Context: an optimization exercise on an open-source flow, tuned for small area. The choices shown serve that exercise and are no tape-out recipe.
At most, simulation tests tie the RTL to the original design; equivalence was not proved.
Only the layout flow was run in runs 1 to 3; the RTL was not checked for function there.
Power figures rest on the tool's default switching activity, not on a simulated workload. The clock port is modelled as an ideal driver; clocking choices that lean on that would not hold on a real chip.

<file path="flow/flow/run.sh">
#!/bin/bash
# The standard layout (standard.sh), with two changes:
#  - synthesis maps the logic with an area-oriented ABC script
#    (strash; dch -f; amap -m) instead of ORFS's delay-oriented one; every step
#    before it, flip-flop mapping included, is unchanged, so the registers are
#    the standard synthesis's;
#  - the clock tree is built from sink clusters of up to 32 flip-flops within
#    80 um, driven by clkbuf_16, without dummy loads.
set -eo pipefail
rm -rf scripts_abc
cp -r "$FLOW_HOME/scripts" scripts_abc
printf 'strash\ndch -f\namap -m\n' > scripts_abc/abc_speed.script
export SCRIPTS_DIR="$PWD/scripts_abc"
export CTS_ARGS="-sink_clustering_enable -repair_clock_nets -sink_clustering_size 36 -sink_clustering_max_diameter 70 -buf_list sky130_fd_sc_hd__clkbuf_16 -dont_use_dummy_load"
bash standard.sh > standard.log 2>&1
</file>
<file path="flow/standard.sh">
#!/bin/bash
# synth_recipe.tcl (not shown) runs the flow's synth.tcl, then flattens the netlist and writes it again
# the make line also repeats each setting of config.mk as NAME=value (left out here)
make -C /OpenROAD-flow-scripts/flow DESIGN_CONFIG=/design/flow/config.mk WORK_HOME=/design/flow/orfs CLKGATE_MAP_FILE= SYNTH_SCRIPT=/design/flow/synth_recipe.tcl "${@:-finish}"
</file>
<file path="flow/config.mk">
export PLATFORM = sky130hd
export DESIGN_NAME = router
export DESIGN_NICKNAME = router
export VERILOG_FILES = /design/flow/design.v
export SDC_FILE = /design/flow/constraint.sdc
export NUM_CORES = 8
export LEC_CHECK = 0
export CAP_MARGIN = 20
export CORE_MARGIN = 2
export CORE_UTILIZATION = 50
export SLEW_MARGIN = 30
</file>
<file path="flow/constraint.sdc">
create_clock -name core_clock -period 12.0 [get_ports {clock}]
set_input_delay 2.4000 -clock core_clock [delete_from_list [all_inputs] [get_ports {clock}]]
set_output_delay 2.4000 -clock core_clock [all_outputs]
set_load 0.01 [all_outputs]
</file>
<file path="flow/design.v">
`timescale 1ns/1ps
module ingress #(parameter SHARED = 0, parameter WRST = 0) (
    input clock, reset_n,
    input frame_n, valid_n, di,
    input granted,
    input start,                
    output reg pend,
    output reg [2:0] aq,
    output reg [4:0] w,
    output reg cur,
    output reg [31:0] ra, rb
);
    reg [1:0] ca;
    reg [2:0] ain;
    reg d1;
    wire last = !valid_n & frame_n;
    always @(posedge clock) begin
        ra <= {ra[30:0], (!valid_n & !cur) ? di : ra[31]};
        rb <= {rb[30:0], (!valid_n & cur) ? di : rb[31]};
        if (last) cur <= ~cur;
        if (!reset_n) begin
            ca <= 2'd0;
            d1 <= 1'b0;
            pend <= 1'b0;
        end else begin
            if (frame_n & valid_n) ca <= 2'd0;
            else if (!frame_n & valid_n & (ca != 2'd3)) begin
                ca <= ca + 2'd1;
                ain <= {di, ain[2:1]};
            end
            d1 <= last;
            if (d1) pend <= 1'b1;
            else if (granted) pend <= 1'b0;
        end
        if (d1) aq <= ain;
        if (SHARED) begin
            if (d1 | start | (WRST && !reset_n)) w <= 5'd0;
            else w <= w + 5'd1;
        end else begin
            if (d1) w <= 5'd0;
            else if (pend) w <= {2'b00, w[2:0] + 3'd1};
        end
    end
endmodule
`timescale 1ns/1ps
module selector #(parameter TWO = 1, parameter OWNQ = 1, parameter EXTCNT = 0,
                  parameter LIVE = 0) (
    input clock, reset_n, start,
    input [2:0] aq,             
    input [3:0] hd,             
    input [4:0] m,              
    input [4:0] w,              
    input rsel,                 
    input [31:0] ra, rb,
    output reg act,
    output [2:0] tq,
    output reg [3:0] ts,
    output stream
);
    reg [4:0] kp, cnt;
    reg rs;
    reg [2:0] tqr;
    always @(posedge clock) begin
        if (!reset_n) act <= 1'b0;
        else if (start) act <= 1'b1;
        else if (EXTCNT ? (w == 5'd31) : (cnt == 5'd0)) act <= 1'b0;
        if (start) begin
            tqr <= aq;
            ts <= hd;
            rs <= rsel;
            kp <= m + w[2:0];
            cnt <= 5'd31;
        end else begin
            cnt <= cnt - 5'd1;
        end
    end
    assign tq = OWNQ ? tqr : aq;
    wire [31:0] r = (TWO && (LIVE ? rsel : rs)) ? rb : ra;
    assign stream = r[kp];
endmodule
`timescale 1ns/1ps
module rf32 (
    input clock, x, clr,
    output r1
);
    reg [31:0] r;
    always @(posedge clock) r <= {r[30:2], r[1] & ~clr, r[0], r[31] | x};
    assign r1 = r[1];
endmodule
`timescale 1ns/1ps
module fifo3 (
    input clock, reset_n, init,
    input [7:0] req,            
    input [9:0] cq,             
    input [159:0] csd,          
    output we,
    output reg [3:0] head,
    output [4:0] m,             
    output dout, valido_n
);
    reg [3:0] tail;
    reg emp, emp_d;
    reg [4:0] M;
    wire pop, snd;
    wire full = (head == tail) & ~emp;
    assign we = (|req) & ~full;
    assign m = emp ? 5'd1 : M;
    always @(posedge clock) begin
        if (!reset_n) begin
            head <= 4'd0;
            tail <= 4'd0;
            emp <= 1'b1;
        end else begin
            if (we) head <= head + 4'd1;
            if (pop) tail <= tail + 4'd1;
            if (we && !pop) emp <= 1'b0;
            else if (!we && pop && (tail + 4'd1 == head)) emp <= 1'b1;
        end
        if (we) M <= emp ? 5'd2 : M + 5'd1;
        else M <= M - 5'd1;
        emp_d <= emp | ~reset_n;
    end
    egress e (.clock(clock), .reset_n(reset_n), .empty(emp_d), .pop(pop), .snd(snd),
        .valido_n(valido_n));
    wire [15:0] r1v;
    genvar s, c;
    generate
        for (s = 0; s < 16; s = s + 1) begin : g_s
            wire [9:0] hd;
            for (c = 0; c < 10; c = c + 1) begin : g_h
                assign hd[c] = cq[c] & csd[16*c + s];
            end
            wire x = |hd;
            wire clr = init | (snd & (tail == s));
            rf32 r (.clock(clock), .x(x), .clr(clr), .r1(r1v[s]));
        end
    endgenerate
    assign dout = r1v[tail];
endmodule
`timescale 1ns/1ps
module egress (
    input clock, reset_n, empty,
    output pop, snd, valido_n
);
    reg [5:0] ec;
    always @(posedge clock) begin
        if (!reset_n) ec <= 6'd0;
        else if (ec == 6'd0) ec <= empty ? 6'd0 : 6'd1;
        else if (ec == 6'd33) ec <= 6'd0;
        else ec <= ec + 6'd1;
    end
    assign pop = (ec == 6'd32);
    assign snd = (ec != 6'd0) & (ec != 6'd33);
    assign valido_n = ~snd;
endmodule
`timescale 1ns/1ps
module router(
    input clock, reset_n,
    input [7:0] frame_n, valid_n, di,
    output [7:0] dout, valido_n, frameo_n
);
    reg init;
    wire [39:0] wv;
    always @(posedge clock) if (!reset_n) init <= 1'b1; else if (wv[4:0] == 5'd31) init <= 1'b0;
    wire [7:0] pend, granted;
    wire [23:0] aq;
    wire [63:0] grant;            
    wire [7:0] we_all;
    wire [31:0] head_all;
    wire [39:0] m_all;
    wire [9:0] cact, cstr;
    wire [29:0] ctq;
    wire [39:0] cts;
    wire [79:0] cq;               
    wire [159:0] csd;             
    genvar i, q, s, c;
    generate
        for (c = 0; c < 10; c = c + 1) begin : g_dec
            for (q = 0; q < 8; q = q + 1) begin : g_dq
                assign cq[8*c + q] = cact[c] & cstr[c] & (ctq[3*c +: 3] == q);
            end
            for (s = 0; s < 16; s = s + 1) begin : g_ds
                assign csd[16*c + s] = (cts[4*c +: 4] == s);
            end
        end
        for (i = 0; i < 8; i = i + 1) begin : g_in
            wire [31:0] ra, rb;
            wire cur;
            wire st;
            ingress #(.SHARED(i < 5), .WRST(i == 0)) ip (.clock(clock), .reset_n(reset_n), .frame_n(frame_n[i]),
                .valid_n(valid_n[i]), .di(di[i]), .granted(granted[i]), .start(st),
                .pend(pend[i]), .aq(aq[3*i +: 3]), .w(wv[5*i +: 5]), .cur(cur), .ra(ra), .rb(rb));
            wire [7:0] g;
            assign granted[i] = |g;
            wire [3:0] hd;
            wire [4:0] m;
            for (q = 0; q < 8; q = q + 1) begin : g_g
                assign g[q] = grant[8*q + i];
            end
            assign st = |(g & we_all);
            sel8 #(.W(4)) sh (.s(g), .d(head_all), .y(hd));
            sel8 #(.W(5)) sm (.s(g), .d(m_all), .y(m));
            if (i < 6) begin : g_one
                selector #(.TWO(1), .OWNQ(i >= 5), .EXTCNT(i < 5), .LIVE(i < 3)) ch (.clock(clock), .reset_n(reset_n),
                    .start(st), .aq(aq[3*i +: 3]), .hd(hd), .m(m), .w(wv[5*i +: 5]),
                    .rsel(cur), .ra(rb), .rb(ra), .act(cact[i]), .tq(ctq[3*i +: 3]),
                    .ts(cts[4*i +: 4]), .stream(cstr[i]));
            end else begin : g_two
                selector #(.TWO(0), .OWNQ(1)) cha (.clock(clock), .reset_n(reset_n),
                    .start(st & cur), .aq(aq[3*i +: 3]), .hd(hd), .m(m), .w(wv[5*i +: 5]),
                    .rsel(1'b0), .ra(ra), .rb(ra), .act(cact[i]), .tq(ctq[3*i +: 3]),
                    .ts(cts[4*i +: 4]), .stream(cstr[i]));
                selector #(.TWO(0), .OWNQ(1)) chb (.clock(clock), .reset_n(reset_n),
                    .start(st & ~cur), .aq(aq[3*i +: 3]), .hd(hd), .m(m), .w(wv[5*i +: 5]),
                    .rsel(1'b0), .ra(rb), .rb(rb), .act(cact[i+2]), .tq(ctq[3*(i+2) +: 3]),
                    .ts(cts[4*(i+2) +: 4]), .stream(cstr[i+2]));
            end
        end
        for (q = 0; q < 8; q = q + 1) begin : g_q
            wire [7:0] req;
            for (i = 0; i < 8; i = i + 1) begin : g_r
                assign req[i] = pend[i] & (aq[3*i +: 3] == q);
            end
            for (i = 0; i < 8; i = i + 1) begin : g_w
                if (i == 0) assign grant[8*q] = req[0];
                else assign grant[8*q + i] = req[i] & ~|req[i-1:0];
            end
            wire [9:0] cqq;
            for (c = 0; c < 10; c = c + 1) begin : g_c
                assign cqq[c] = cq[8*c + q];
            end
            fifo3 f (.clock(clock), .reset_n(reset_n), .init(init), .req(req),
                .cq(cqq), .csd(csd), .we(we_all[q]),
                .head(head_all[4*q +: 4]), .m(m_all[5*q +: 5]),
                .dout(dout[q]), .valido_n(valido_n[q]));
            assign frameo_n[q] = valido_n[q];
        end
    endgenerate
endmodule
module sel8 #(parameter W = 4) (
    input [7:0] s,
    input [8*W-1:0] d,
    output [W-1:0] y
);
    genvar b, q;
    generate
        for (b = 0; b < W; b = b + 1) begin : g_b
            wire [7:0] t;
            for (q = 0; q < 8; q = q + 1) begin : g_q
                assign t[q] = s[q] & d[W*q + b];
            end
            assign y[b] = |t;
        end
    endgenerate
endmodule
</file>
==> summary.txt, run 1 <==
status=no timing/DRC/antenna violations; CP top delay family=buffers and inverters; share of layout cells above drive strength 1=approximately 4.5%; Hold Path Class=reg2reg; clk latency of the worst-skew pair=a little over 0.9 ns; final hold viol count=0; worst path bufs/invs=2; achievable frequency=about 160 MHz; FFs w/ async S/R, synth=0%; Post-Synthesis Cells=about 9300; std cell rows=186; CTS max path bufs=3; I/O Buffers=49; Mapped Area=~130000 µm²; global-route wire length before repair=just over 500000 µm; Max Slew Vio Count=0; Worst Setup Path Type=reg2out; vias in the first global route=a little over 70000; minimum clock period=6.08 ns; critical path cell sequence=clkinv_1 > a22oi_1 > o22a_1 > o22a_1 > o221ai_1 > clkdlybuf4s50_1; Area growth syn-to-layout=8.66%; unrepaired setup endpoints after global routing=no; Req. time, crit path=around 9.6 ns; Total GRT Usage=a little over a quarter; endpoints failing setup=0; Post-CTS Setup Bufs=0; Clock Sinks=slightly above 5000; storage element area=approximately 100000 µm²; drt pass-1 iters=7; placed wire-length estimate=~250000 µm; peak supply drop=170 µV; initial antenna violation count=27; die area=approximately 260000 µm²; Yosys reg bits=5042; largest net degree at the start of global routing=approximately 80; post-route ant nets=0; sequential share of the synthesized area=slightly below 80%; Crit-path slowest cell=dfxtp_1; setup TNS=0 ns; Post-route DRC=0; power density cells=around 180 nW/µm²; CTS-repair resized insts=0; CP most frequent cell=o22a_1; WL/cell=between 20 and 30 µm; Static Leak=about 51 nW; vias=roughly 75000; # IOs=50; GRT overflow=0; CP peak stage delay=around 0.7 ns; final net count=9854; Initial Util=between 50% and 60%; H-tree depth=4; final wirelength=around 370000 µm; Max-cap violations=0; Crit. End Element=output port; Die Width=512 µm; Top FF cell, synth=dfxtp_1; initial DRC count=7839; Die Ht=512 µm; Final period util=50.6%; worst-path fanout max=13; hold buffers post-CTS=0; final instance area=about 140000 µm²; Multi-input gate area=24400 µm²; routability cong.=around 1.1; Fillers=around 21000; number of synthesized flops with an enable pin=approximately 160; clk_skew=around 0.16 ns; Placed Area=~140000 µm²; number of CTS-inserted buffers=190; CP arrival=3.68 ns; Slew HR=just over 20%; CTS tree=built; Worst-path clk slew=around 0.1 ns; Startpoint Class=register; syn_nets=around 9400; clk root buf=clkbuf_16; R2R setup slack=between 5 and 6 ns; Syn. warnings=11; via/cell ratio=around 5.7; core box area=approximately 260000 µm²; post-synthesis area per instance=approximately 14 µm²; Distinct cells, synth=between 40 and 50; Worst Tran Pin Value=1.19 ns
-- flip-flops by register name (all words and copies together) (netlist names), 10 cells and up --
name / cells
g_in.g_one.ch.kp: 30
g_in.g_one.ch.ts: 24
g_in.g_two.cha.cnt: 10
g_in.g_two.cha.kp: 10
g_in.g_two.chb.cnt: 10
g_in.g_two.chb.kp: 10
g_in.ip.ain: 24
g_in.ip.aq: 24
g_in.ip.ca: 16
g_in.ip.ra: 256
g_in.ip.rb: 256
g_in.ip.w: 34
g_q.f.M: 40
g_q.f.e.ec: 48
g_q.f.g_s.r.r: 4096
g_q.f.head: 32
g_q.f.tail: 32
-- worst register-to-register path, stage by stage (launching register included) --
cell,delay [ns]
edfxtp_1,1.01
clkinv_1,0.97
a22oi_1,0.40
o22a_1,0.18
a21oi_1,0.07
a32oi_1,0.23
o22ai_1,0.13
a22oi_1,0.30
nand2b_1,0.43
or2_0,0.23
or3_1,0.63
o22ai_1,0.15
nor4_1,0.60
or4b_1,0.52
-- final timing paths --
check	start	endpoint	cells after the start
worst max-delay path	g_q[6].f.tail[0]$_SDFFE_PN0P_	dout[6]	6
worst min-delay path	g_q[7].f.g_s[14].r.r[29]$_DFF_P_	g_q[7].f.g_s[14].r.r[30]$_DFF_P_	0
worst max register to register	g_in[5].g_one.ch.rs$_DFFE_PP_	g_q[6].f.g_s[6].r.r[0]$_DFF_P_	13
worst min register to register	g_q[7].f.g_s[14].r.r[29]$_DFF_P_	g_q[7].f.g_s[14].r.r[30]$_DFF_P_	0
-- synth_stat cells (15+ instances only) --
| master | count | area, µm² |
|---|---|---|
| a22oi_1 | 237 | 1780 |
| dfxtp_1 | 4878 | 97700 |
| nor4_1 | 169 | 1060 |
| nor2b_1 | 20 | 125 |
| buf_4 | 24 | 180 |
| a32oi_1 | 21 | 184 |
| o21ai_0 | 77 | 385 |
| a221oi_1 | 69 | 604 |
| o221ai_1 | 257 | 2250 |
| or2_0 | 172 | 1080 |
| o22ai_1 | 885 | 5540 |
| a21oi_1 | 146 | 731 |
| nand3_1 | 66 | 330 |
| edfxtp_1 | 164 | 4920 |
| o311a_1 | 129 | 1290 |
| ha_1 | 132 | 1650 |
| o21bai_1 | 15 | 113 |
| nor2_1 | 372 | 1400 |
| nand4_1 | 180 | 1130 |
| or4b_1 | 40 | 400 |
| o22a_1 | 68 | 596 |
| nand2_1 | 164 | 616 |
| or4_1 | 63 | 473 |
| a211oi_1 | 35 | 263 |
| nor3_1 | 124 | 621 |
| clkinv_1 | 546 | 2050 |
| a311oi_1 | 15 | 131 |
| or3_1 | 70 | 438 |
-- placed cells by master, fill, tap and decap left out, types with 20 or more instances in the layout --
cell / count
nand3_1: 66
nor3_1: 124
o22ai_1: 885
buf_6: 21
a221oi_1: 69
a32oi_1: 21
o311a_1: 129
dfxtp_1: 4878
clkbuf_16: 190
o221ai_1: 257
or4b_1: 40
or4_1: 63
edfxtp_1: 164
nor2b_1: 20
a21oi_1: 146
o21ai_0: 77
nand4_1: 180
clkinv_1: 543
or3_1: 60
nand2_1: 164
o22a_1: 68
ha_1: 132
or2_0: 161
nor2_1: 370
a22oi_1: 237
a211oi_1: 35
nor4_1: 168
buf_4: 186
clkdlybuf4s50_1: 48
-- per-layer routing --
metal / track usage [%] / vias to the layer above / wire length, µm
met1: 37.8 / 36500 / 163000
met2: 39.3 / 3259 / 151000
met3: 6.81 / 871 / 30700
li1: - / 34300 / -
met4: 13.3 / 8 / 20700
met5: 0 / - / 46
-- cells by family after synthesis --
group / after synthesis / share of synthesized area [%]
simple gates: 1453 / 6.01
buf+inv: 570 / 1.73
fa+ha+maj: 140 / 1.40
compound gates: 2044 / 11.3
flops: 5042 / 79.5
xor+xnor: 6 / 0.0407
-- layout make-up --
| cell class | count | share of cell area, % |
|---|---|---|
| clock buffer | 190 | 3.39 |
| sequential | 5042 | 73.1 |
| timing repair buffer | 265 | 1.60 |
| multi-input combinational | 3643 | 17.4 |
| tap | 3384 | 3.02 |
| inverter | 546 | 1.46 |
| antenna | 14 | 0.0250 |
-- where the power goes --
group / internal, mW / total (mW) / switching (mW) / leakage [nW]
logic: 0.311 / 0.815 / 0.504 / 8.03
clock network: 2.84 / 7.37 / 4.53 / 2.34
registers: 17.1 / 17.4 / 0.260 / 41.0
total: 20.3 / 25.5 / 5.29 / 51.4
-- stage by stage --
step,total power [mW],worst slack [ns],hold slack [ns],utilization [%],instances
floorplan,18.2,7.10,0.310,-,9255
global placement,18.5,5.95,0.309,52.6,12800
detailed placement,18.5,5.92,0.312,52.7,12900
CTS,25.8,5.80,0.226,54.6,13100
global route,26.4,5.65,0.235,54.6,13100
finish,25.5,5.92,0.240,54.6,13100
==> run 2: changes to the inputs <==
--- a/flow/config.mk
+++ b/flow/config.mk
@@ -5,7 +5,7 @@
 export SDC_FILE = /design/flow/constraint.sdc
 export NUM_CORES = 8
 export LEC_CHECK = 0
-export CAP_MARGIN = 20
+export CAP_MARGIN = 10
 export CORE_MARGIN = 2
 export CORE_UTILIZATION = 50
-export SLEW_MARGIN = 30
+export SLEW_MARGIN = 10
==> summary.txt, run 2 <==
unrepaired setup endpoints after global routing=no; Die Width=approximately 510 µm; final hold viol count=0; Slew HR=approximately 3.7%; Worst-path clk slew=0.12 ns; worst-path fanout max=30; largest net degree at the start of global routing=between 70 and 80; commonest non-fill, non-tap cell in the layout=dfxtp_1; via/cell ratio=5.75; initial antenna violation count=35; Max Slew Vio Count=0; Final period util=between 50% and 60%; global-route wire length before repair=between 500000 and 600000 µm; WL/cell=28.0 µm; vias=roughly 75000; Static Leak=approximately 51 nW; # IOs=50; pre-CTS setup slack=a little under 6 ns; Req. time, crit path=about 13 ns; biggest area consumer among synthesized cells=dfxtp_1; post-route ant nets=0; drt pass-1 iters=10; final net count=approximately 9800; most common cell in the netlist=dfxtp_1; Distinct cells, synth=between 40 and 50; sequential share of the synthesized area=79.5%; H-tree depth=4; Synth Area in XOR/XNOR=less than 1%; final wirelength=366000 µm; Worst Setup Path Type=reg2reg; Hold Path Class=reg2reg; biggest regs=g_q.f.g_s.r.r x4096, g_in.ip.ra x256, g_in.ip.rb x256; Startpoint Class=register; endpoints failing setup=0; die area=around 260000 µm²; Post-Synth Adder-Cell Area=roughly 1.4%; top post-synthesis cells by area=dfxtp_1, o22ai_1, edfxtp_1; GR peak layer=met2; Hold Slack=0.253 ns; Worst Tran Pin Value=about 1.4 ns; M2 GR Usage=39.5%; placed wire-length estimate=249000 µm; Post-route DRC=0; Crit. End Element=register; post-synthesis area per instance=between 10 and 15 µm²; Syn. warnings=11; met1 Use GR=37.4%; peak supply drop=181 µV; Mapped Area=129000 µm²; largest family of logic cells by synthesized area=compound AO/OA/AOI/OAI gates; Total GRT Usage=a little over a quarter; Yosys reg bits=around 5000; Fillers=roughly 21000; Area growth syn-to-layout=8.45%; post-synthesis simple-gate area fraction=6.01%; std cell rows=between 150 and 200; FFs w/ async S/R, synth=0%; minimum clock period=approximately 6.3 ns; Initial Util=50.3%; routability cong.=between 1 and 1.5; Non-Filler Instances=13100; Placed Cells incl. Taps=approximately 13000; clk_skew=0.174 ns; share of layout cells above drive strength 1=under 10%; status=no timing/DRC/antenna violations; CTS max path bufs=3; number of CTS-inserted buffers=between 150 and 200; syn_nets=approximately 9400; setup TNS=0 ns; Largest register FFs=slightly above 4000; met3 Track Usage GR=just over 7%; Compound-Gate Fraction of Synth Area=between 10% and 20%; core box area=approximately 260000 µm²; CTS-repair resized insts=0; achievable frequency=~160 MHz; number of synthesized flops with an enable pin=roughly 160; fin worst setup slack=~5.7 ns; CTS tree=built; power density cells=around 180 nW/µm²; Die Ht=about 500 µm; Reg with most FFs=g_q.f.g_s.r.r; initial DRC count=between 7000 and 8000; Max-cap violations=0; hold buffers post-CTS=0; mux share of post-synthesis cell area=0%; vias in the first global route=~71000; Clock Sinks=just over 5000; clk root buf=clkbuf_16; I/O Buffers=49; clk latency of the worst-skew pair=around 0.92 ns; most frequent cells in the layout=dfxtp_1, o22ai_1, clkinv_1; Post-CTS Setup Bufs=0; Yosys top cell area share=between 70% and 80%; GRT overflow=0; CP arrival=7.05 ns; Top FF cell, synth=dfxtp_1; top cells by count, synth=dfxtp_1, o22ai_1, clkinv_1; Post-Synthesis Cells=between 9000 and 10000
[run 2: cell counts after synthesis]
No cell type changed its count.
[run 2: kinds of logic after synthesis]
| group | count (synthesis) |
|---|---|
| DFF | 5042 |
| xor gates and xnor gates | 6 |
| adders and majority gates | 140 |
| AOI/OAI and AO/OA | 2044 |
| buffers and inverters | 570 |
| and+or+nand+nor | 1453 |
[run 2: path summary, 6_finish.rpt]
check                                                   endpoint  slack [ns]  depth (start not counted)                              from
worst max-delay path              g_q[0].f.g_s[6].r.r[0]$_DFF_P_        5.68                         13     g_in[4].g_one.ch.rs$_DFFE_PP_
worst min-delay path            g_q[7].f.g_s[14].r.r[30]$_DFF_P_        0.25                          0  g_q[7].f.g_s[14].r.r[29]$_DFF_P_
worst max register to register    g_q[0].f.g_s[6].r.r[0]$_DFF_P_        5.68                         13     g_in[4].g_one.ch.rs$_DFFE_PP_
worst min register to register  g_q[7].f.g_s[14].r.r[30]$_DFF_P_        0.25                          0  g_q[7].f.g_s[14].r.r[29]$_DFF_P_
[run 2: metal layers]
layer	wire length, µm	vias to the layer above
met3	30300	890
met5	224	-
met4	20400	18
met1	163000	36600
met2	152000	3288
li1	-	34300
[run 2: power by group]
part	switching (mW)	internal, mW	total, mW
Clock	4.56	2.90	7.46
Combinational	0.501	0.309	0.811
Sequential	0.262	17.1	17.4
Total	5.32	20.3	25.6
[run 2: worst max-delay path: stages (launching register included)]
cell	delay (ns)
edfxtp_1	1.04
clkinv_1	0.99
a22oi_1	0.39
o22a_1	0.18
a21oi_1	0.06
a32oi_1	0.24
a21oi_1	0.11
a22oi_1	0.35
or2_1	0.78
or2_0	0.21
buf_4	0.29
o22ai_1	0.14
nor4_1	0.77
or4b_1	0.59
[run 2: per-stage QoR]
stage	utilization [%]	instance area [µm²]	power (mW)
after global placement	52.6	135000	18.5
final	54.5	140000	25.6
after global routing	54.5	140000	26.5
after CTS	54.5	140000	25.8
after floorplan	-	129000	18.2
after detailed placement	52.6	135000	18.5
[run 2: final cells by class]
cell class	instances	area, µm²	area share [%]
Sequential cell	5042	103000	73.3
Multi-Input combinational cell	3643	24300	17.4
Inverter	546	2050	1.47
Clock buffer	194	4850	3.47
Antenna cell	16	40.0	0.0286
Timing Repair Buffer	233	1890	1.35
Tap cell	3384	4230	3.02
==> run 3: changes to the inputs <==
--- a/flow/flow/run.sh
+++ b/flow/flow/run.sh
@@ -12,4 +12,5 @@
 printf 'strash\ndch -f\namap -m\n' > scripts_abc/abc_speed.script
 export SCRIPTS_DIR="$PWD/scripts_abc"
 export CTS_ARGS="-sink_clustering_enable -repair_clock_nets -sink_clustering_size 36 -sink_clustering_max_diameter 70 -buf_list sky130_fd_sc_hd__clkbuf_16 -dont_use_dummy_load"
+export BUFFER_PORTS_ARGS="-buffer_cell sky130_fd_sc_hd__buf_1"
 bash standard.sh > standard.log 2>&1
--- a/flow/config.mk
+++ b/flow/config.mk
@@ -5,7 +5,7 @@
 export SDC_FILE = /design/flow/constraint.sdc
 export NUM_CORES = 8
 export LEC_CHECK = 0
-export CAP_MARGIN = 10
+export CAP_MARGIN = 20
 export CORE_MARGIN = 2
 export CORE_UTILIZATION = 50
-export SLEW_MARGIN = 10
+export SLEW_MARGIN = 30
==> summary.txt, run 3 <==
Crit. End Element=register; final hold viol count=0; final instance area=140000 µm²; post-synthesis area per instance=~14 µm²; Worst Tran Pin Value=around 1.3 ns; hold buffers post-CTS=0; Final period util=between 40% and 50%; Crit-path slowest cell=edfxtp_1; final net count=~9900; Worst-path clk slew=0.12 ns; placed wire-length estimate=approximately 250000 µm; status=no timing/DRC/antenna violations; Post-CTS Setup Bufs=0; peak supply drop=152 µV; PnR Total Power=roughly 26 mW; Startpoint Class=register; GRT overflow=0; syn_nets=about 9400; crit path launch=g_in[1].ip.cur$_DFFE_PP_; Clock Sinks=5042; share of layout cells above drive strength 1=~4.5%; number of CTS-inserted buffers=roughly 190; initial DRC count=about 8800; Placed Cells incl. Taps=roughly 13000; global-route wire length before repair=between 500000 and 600000 µm; clk latency of the worst-skew pair=0.94 ns; setup TNS=0 ns; Syn. warnings=11; reg-to-reg critical path startpoint=g_in[1].ip.cur$_DFFE_PP_; Largest register FFs=around 4100; via/cell ratio=approximately 5.8; I/O Buffers=49; HP Start=g_q[6].f.g_s[12].r.r[0]$_DFF_P_; Top FF cell, synth=dfxtp_1; endpoints failing setup=0; storage element area=about 100000 µm²; # IOs=50; most common cell in the netlist=dfxtp_1; CP top delay family=simple AND/OR/NAND/NOR gates; std cell rows=186; FFs w/ async S/R, synth=0%; number of synthesized flops with an enable pin=approximately 160; Worst Setup Path Type=reg2reg; clk_skew=roughly 0.16 ns; CTS tree=built; drt pass-1 iters=10; Area growth syn-to-layout=8.53%; post-route ant nets=0; CTS max path bufs=3; routability cong.=~1.1; Die Width=about 500 µm; biggest area consumer among synthesized cells=dfxtp_1; initial antenna violation count=37; Post-Synthesis Cells=roughly 9000; Yosys reg bits=around 5000; achievable frequency=171 MHz; critical path cell sequence=clkinv_1 > a22oi_1 > o22ai_1 > o22ai_1 > nor2_1 > a31oi_1 > o22ai_1 > a21oi_1 > or2_1 > or2_1 > o22ai_1 > nor4_1 > o221ai_1 > or2_0; vias=around 76000; Non-Filler Instances=~13000; Distinct cells, synth=49; core box area=257000 µm²; Reg with most FFs=g_q.f.g_s.r.r; Static Leak=approximately 51 nW; worst path bufs/invs=1; unrepaired setup endpoints after global routing=no; Slew HR=between 15 and 20%; Hold Path Class=reg2reg; Placed Area=approximately 140000 µm²; Total GRT Usage=a little over a quarter; largest net degree at the start of global routing=84; WL/cell=between 20 and 30 µm; biggest regs=g_q.f.g_s.r.r x4096, g_in.ip.ra x256, g_in.ip.rb x256; power density cells=~180 nW/µm²; final wirelength=around 370000 µm; Util after Layout=between 50% and 60%; CP arrival=approximately 6.5 ns; Max-cap violations=0; CTS-repair resized insts=0; H-tree depth=4; Die Ht=512 µm; CP most frequent cell=o22ai_1; Req. time, crit path=around 13 ns; commonest non-fill, non-tap cell in the layout=dfxtp_1; Max Slew Vio Count=0; most frequent cells in the layout=dfxtp_1, o22ai_1, clkinv_1; Initial Util=between 50% and 60%; die area=between 200000 and 300000 µm²; top cells by count, synth=dfxtp_1, o22ai_1, clkinv_1; Post-route DRC=0; clk root buf=clkbuf_16; Yosys top cell area share=75.7%; Fillers=21100; CP peak stage delay=0.95 ns; Multi-input gate area=between 20000 and 25000 µm²; worst-path fanout max=29; sequential share of the synthesized area=approximately four fifths; top post-synthesis cells by area=dfxtp_1, o22ai_1, edfxtp_1; minimum clock period=5.84 ns; Mapped Area=roughly 130000 µm²; vias in the first global route=between 70000 and 80000
## run 3: cell families after synthesis
kind of cell,share of synthesized area (%)
adder cells (fa/ha/maj),1.40
buffers and inverters,1.73
AO/OA/AOI/OAI,11.3
AND/OR/NAND/NOR,6.01
XOR/XNOR,0.0407
flip-flops,79.5
## run 3: final timing paths
kind	endpoint	slack (ns)	cells after the start
min reg2reg	g_q[6].f.g_s[12].r.r[1]$_DFF_P_	0.26	0
max reg2reg	g_q[4].f.g_s[4].r.r[0]$_DFF_P_	6.16	14
min	g_q[6].f.g_s[12].r.r[1]$_DFF_P_	0.26	0
max	g_q[4].f.g_s[4].r.r[0]$_DFF_P_	6.16	14
## run 3: per-layer routing
| layer | global-route usage [%] | vias to the layer above | share of wire, % |
|---|---|---|---|
| met5 | 0 | - | 0.061 |
| met4 | 14.9 | 26 | 6.5 |
| met3 | 8.77 | 1076 | 9.7 |
| met2 | 37.8 | 3698 | 40 |
| met1 | 37.2 | 36900 | 44 |
| li1 | - | 34300 | - |
## run 3: report_power, final
part | internal, mW | total (mW) | leakage [nW] | switching (mW)
Clock | 2.83 | 7.36 | 2.33 | 4.54
Combinational | 0.302 | 0.793 | 7.96 | 0.491
Sequential | 17.1 | 17.4 | 41.0 | 0.262
Total | 20.2 | 25.5 | 51.3 | 5.29
## run 3: layout make-up
type                    count  share of cell area (%)
diodes                     17                  0.0304
clock buffers             189                    3.38
inverters                 546                    1.47
multi-input cells        3643                    17.4
flip-flops and latches   5042                    73.2
well taps                3384                    3.02
repair buffers            272                    1.48
## run 3: through the flow
stage	setup WS, ns	hold WS (ns)
after CTS	5.94	0.224
final	6.16	0.259
after global placement	5.90	0.309
after detailed placement	6.14	0.312
after global routing	5.70	0.233
after floorplan	7.10	0.310
==> run 4: changes to the inputs <==
--- a/flow/design.v
+++ b/flow/design.v
@@ -201,7 +201,7 @@
             sel8 #(.W(4)) sh (.s(g), .d(head_all), .y(hd));
             sel8 #(.W(5)) sm (.s(g), .d(m_all), .y(m));
             if (i < 6) begin : g_one
-                selector #(.TWO(1), .OWNQ(i >= 5), .EXTCNT(i < 5), .LIVE(i < 3)) ch (.clock(clock), .reset_n(reset_n),
+                selector #(.TWO(1), .OWNQ(i >= 5), .EXTCNT(i < 5), .LIVE(i < 4)) ch (.clock(clock), .reset_n(reset_n),
                     .start(st), .aq(aq[3*i +: 3]), .hd(hd), .m(m), .w(wv[5*i +: 5]),
                     .rsel(cur), .ra(rb), .rb(ra), .act(cact[i]), .tq(ctq[3*i +: 3]),
                     .ts(cts[4*i +: 4]), .stream(cstr[i]));
--- a/flow/flow/run.sh
+++ b/flow/flow/run.sh
@@ -12,5 +12,4 @@
 printf 'strash\ndch -f\namap -m\n' > scripts_abc/abc_speed.script
 export SCRIPTS_DIR="$PWD/scripts_abc"
 export CTS_ARGS="-sink_clustering_enable -repair_clock_nets -sink_clustering_size 36 -sink_clustering_max_diameter 70 -buf_list sky130_fd_sc_hd__clkbuf_16 -dont_use_dummy_load"
-export BUFFER_PORTS_ARGS="-buffer_cell sky130_fd_sc_hd__buf_1"
 bash standard.sh > standard.log 2>&1
==> summary.txt, run 4 <==
critical path cell sequence=clkinv_1 > a22oi_1 > o22a_1 > a21oi_1 > a32oi_1 > o22ai_1 > a22oi_1 > or2_0 > or4_1 > o22ai_1 > nor4_1 > or4b_1; setup TNS=0 ns; clk root buf=clkbuf_16; CTS max path bufs=3; Area growth syn-to-layout=8.71%; power density cells=around 180 nW/µm²; Static Leak=between 50 and 60 nW; Die Width=between 500 and 600 µm; Post-route DRC=0; final wirelength=369000 µm; Worst Tran Pin Value=between 1 and 1.5 ns; final hold viol count=0; Hold Crit Depth=0; Yosys reg bits=5041; Util after Layout=between 50% and 60%; # IOs=50; global-route wire length before repair=between 500000 and 600000 µm; Yosys top cell area share=around three quarters; FFs w/ async S/R, synth=0%; core box area=257000 µm²; Syn. warnings=11; reg-to-reg critical path startpoint=g_in[3].ip.cur$_DFFE_PP_; clk_skew=0.167 ns; initial DRC count=7480; post-route ant nets=0; Post-Synthesis Cells=just over 9000; M2 GR Usage=between 30% and 40%; std cell rows=~190; share of layout cells above drive strength 1=under 10%; sequential share of the synthesized area=~80%; Placed Area=about 140000 µm²; Post-CTS Setup Bufs=0; met1 Use GR=approximately two fifths; post-synthesis area per instance=14.0 µm²; biggest regs=g_q.f.g_s.r.r x4096, g_in.ip.ra x256, g_in.ip.rb x256; initial antenna violation count=30; minimum clock period=around 6.4 ns; pre-CTS setup slack=between 5 and 6 ns; unrepaired setup endpoints after global routing=no; Slew HR=approximately 17%; H-tree depth=4; Reg with most FFs=g_q.f.g_s.r.r; placed wire-length estimate=255000 µm; Max-cap violations=0; R2R depth=12; WL/cell=28.2 µm; Startpoint Class=register; Initial Util=50.2%; Mapped Area=~130000 µm²; crit path launch=g_in[3].ip.cur$_DFFE_PP_; met3 Track Usage GR=7.10%; status=no timing/DRC/antenna violations; Crit-path slowest cell=edfxtp_1; Top FF cell, synth=dfxtp_1; Req. time, crit path=approximately 13 ns; number of synthesized flops with an enable pin=around 160; Distinct cells, synth=44; Worst-path clk slew=between 0.1 and 0.15 ns; Clock Sinks=a little over 5000; drt pass-1 iters=7; syn_nets=between 9000 and 10000; hold buffers post-CTS=0; top cells by count, synth=dfxtp_1, o22ai_1, clkinv_1; number of CTS-inserted buffers=190; biggest area consumer among synthesized cells=dfxtp_1; via/cell ratio=slightly below 6; CP arrival=just over 7 ns; peak supply drop=approximately 160 µV; worst-path fanout max=30; GRT overflow=0; Worst Setup Path Type=reg2reg; CTS tree=built; Largest register FFs=a little over 4000; vias in the first global route=71200; fin worst setup slack=5.58 ns; final net count=between 9000 and 10000; Hold Path Class=reg2reg; I/O Buffers=between 40 and 50; Die Ht=~500 µm; die area=between 200000 and 300000 µm²; most frequent cells in the layout=dfxtp_1, o22ai_1, clkinv_1; final instance area=roughly 140000 µm²; HP Start=g_q[4].f.g_s[8].r.r[23]$_DFF_P_; Final period util=a little over half; vias=roughly 75000; most common cell in the netlist=dfxtp_1; PnR Total Power=roughly 26 mW; CP peak stage delay=between 0.9 and 1 ns; clk latency of the worst-skew pair=0.91 ns; top post-synthesis cells by area=dfxtp_1, o22ai_1, edfxtp_1; CTS-repair resized insts=0; GR peak layer=met2; endpoints failing setup=0; achievable frequency=between 150 and 200 MHz; Total GRT Usage=between 20% and 30%; commonest non-fill, non-tap cell in the layout=dfxtp_1; Crit. End Element=register; largest net degree at the start of global routing=85; Max Slew Vio Count=0; routability cong.=between 1 and 1.5
run 4: cell count changes in the layout (fill, tap and decap cells not counted), moves of 9 or more:
cell,before,now
a221oi_1,69,79
buf_1,48,0
clkdlybuf4s50_1,0,48
nand3_1,66,77
o22ai_1,885,874
or2_0,139,151
or2_1,31,7
or3_1,70,41
or3_2,0,9
or4_1,63,73
run 4: final timing paths:
check,endpoint,slack (ns)
max,g_q[0].f.g_s[3].r.r[0]$_DFF_P_,5.58
min reg2reg,g_q[4].f.g_s[8].r.r[24]$_DFF_P_,0.27
max reg2reg,g_q[0].f.g_s[3].r.r[0]$_DFF_P_,5.58
min,g_q[4].f.g_s[8].r.r[24]$_DFF_P_,0.27
run 4: cell families after synthesis:
| family | synth area share (%) |
|---|---|
| flip-flops | 79.5 |
| AO/OA/AOI/OAI | 11.4 |
| AND/OR/NAND/NOR | 5.92 |
| buffers and inverters | 1.74 |
| adder cells (fa/ha/maj) | 1.40 |
| XOR/XNOR | 0.0340 |
run 4: routing by layer:
metal  vias to the layer above  share of wire [%]
met2                      3231                 41
met4                        14                5.4
met3                       872                8.3
met1                     37000                 45
li1                      34300                  -
met5                         -              0.025
run 4: final cells by class:
cell class,count,area (µm²)
Sequential cell,5041,103000
Clock buffer,190,4750
Fill cell,20800,116000
Timing Repair Buffer,256,2230
Inverter,550,2070
Antenna cell,18,45.0
Tap cell,3384,4230
Multi-Input combinational cell,3629,24300
run 4: power breakdown:
part / switching [mW] / internal [mW] / total [mW]
clock: 4.56 / 2.84 / 7.40
sequential: 0.257 / 17.1 / 17.4
combinational: 0.512 / 0.312 / 0.824
total: 5.33 / 20.3 / 25.6
run 4: worst max-delay path, delay by kind of cell (launching register included):
family	cells	cell delay (ns)
AOI/OAI and AO/OA	7	1.49
DFF	1	0.97
and+or+nand+nor	4	2.77
buffers and inverters	1	0.96
run 4: per-stage QoR:
stage	hold WS [ns]	cells
after floorplan	0.310	9244
after global placement	0.309	12800
after detailed placement	0.312	12900
after CTS	0.239	13000
after global routing	0.231	13100
final	0.268	13100

[port drivers added, routing unchanged]
How much do the figures lean on ideal ports? The routed layouts below were timed once more, with nothing changed but the port constraints.
Step 1: set_driving_cell puts a clkbuf_16 on clock and a buf_2 on each other input, an assumption about the parent block.
Step 2 times the ports against the registers' clock, not the clock port: input delays grow and output delays shrink by t, the midpoint of the rising clock arrivals with the driver on.
a / b / c = ideal / step 1 / step 2; a / b = the first two.
| run | t, ns | setup WS [ns] | worst register clock-pin slew, ns |
|---|---|---|---|
| run 1 | 0.939 | 5.925 / 5.825 / 5.943 | 0.12 / 0.12 |
| run 2 | 0.940 | 5.684 / 5.684 / 5.684 | 0.12 / 0.12 |
| run 3 | 0.964 | 6.160 / 6.160 / 6.160 | 0.12 / 0.12 |
| run 4 | 0.934 | 5.582 / 5.582 / 5.582 | 0.12 / 0.12 |
After both steps every run listed still meets setup and hold.
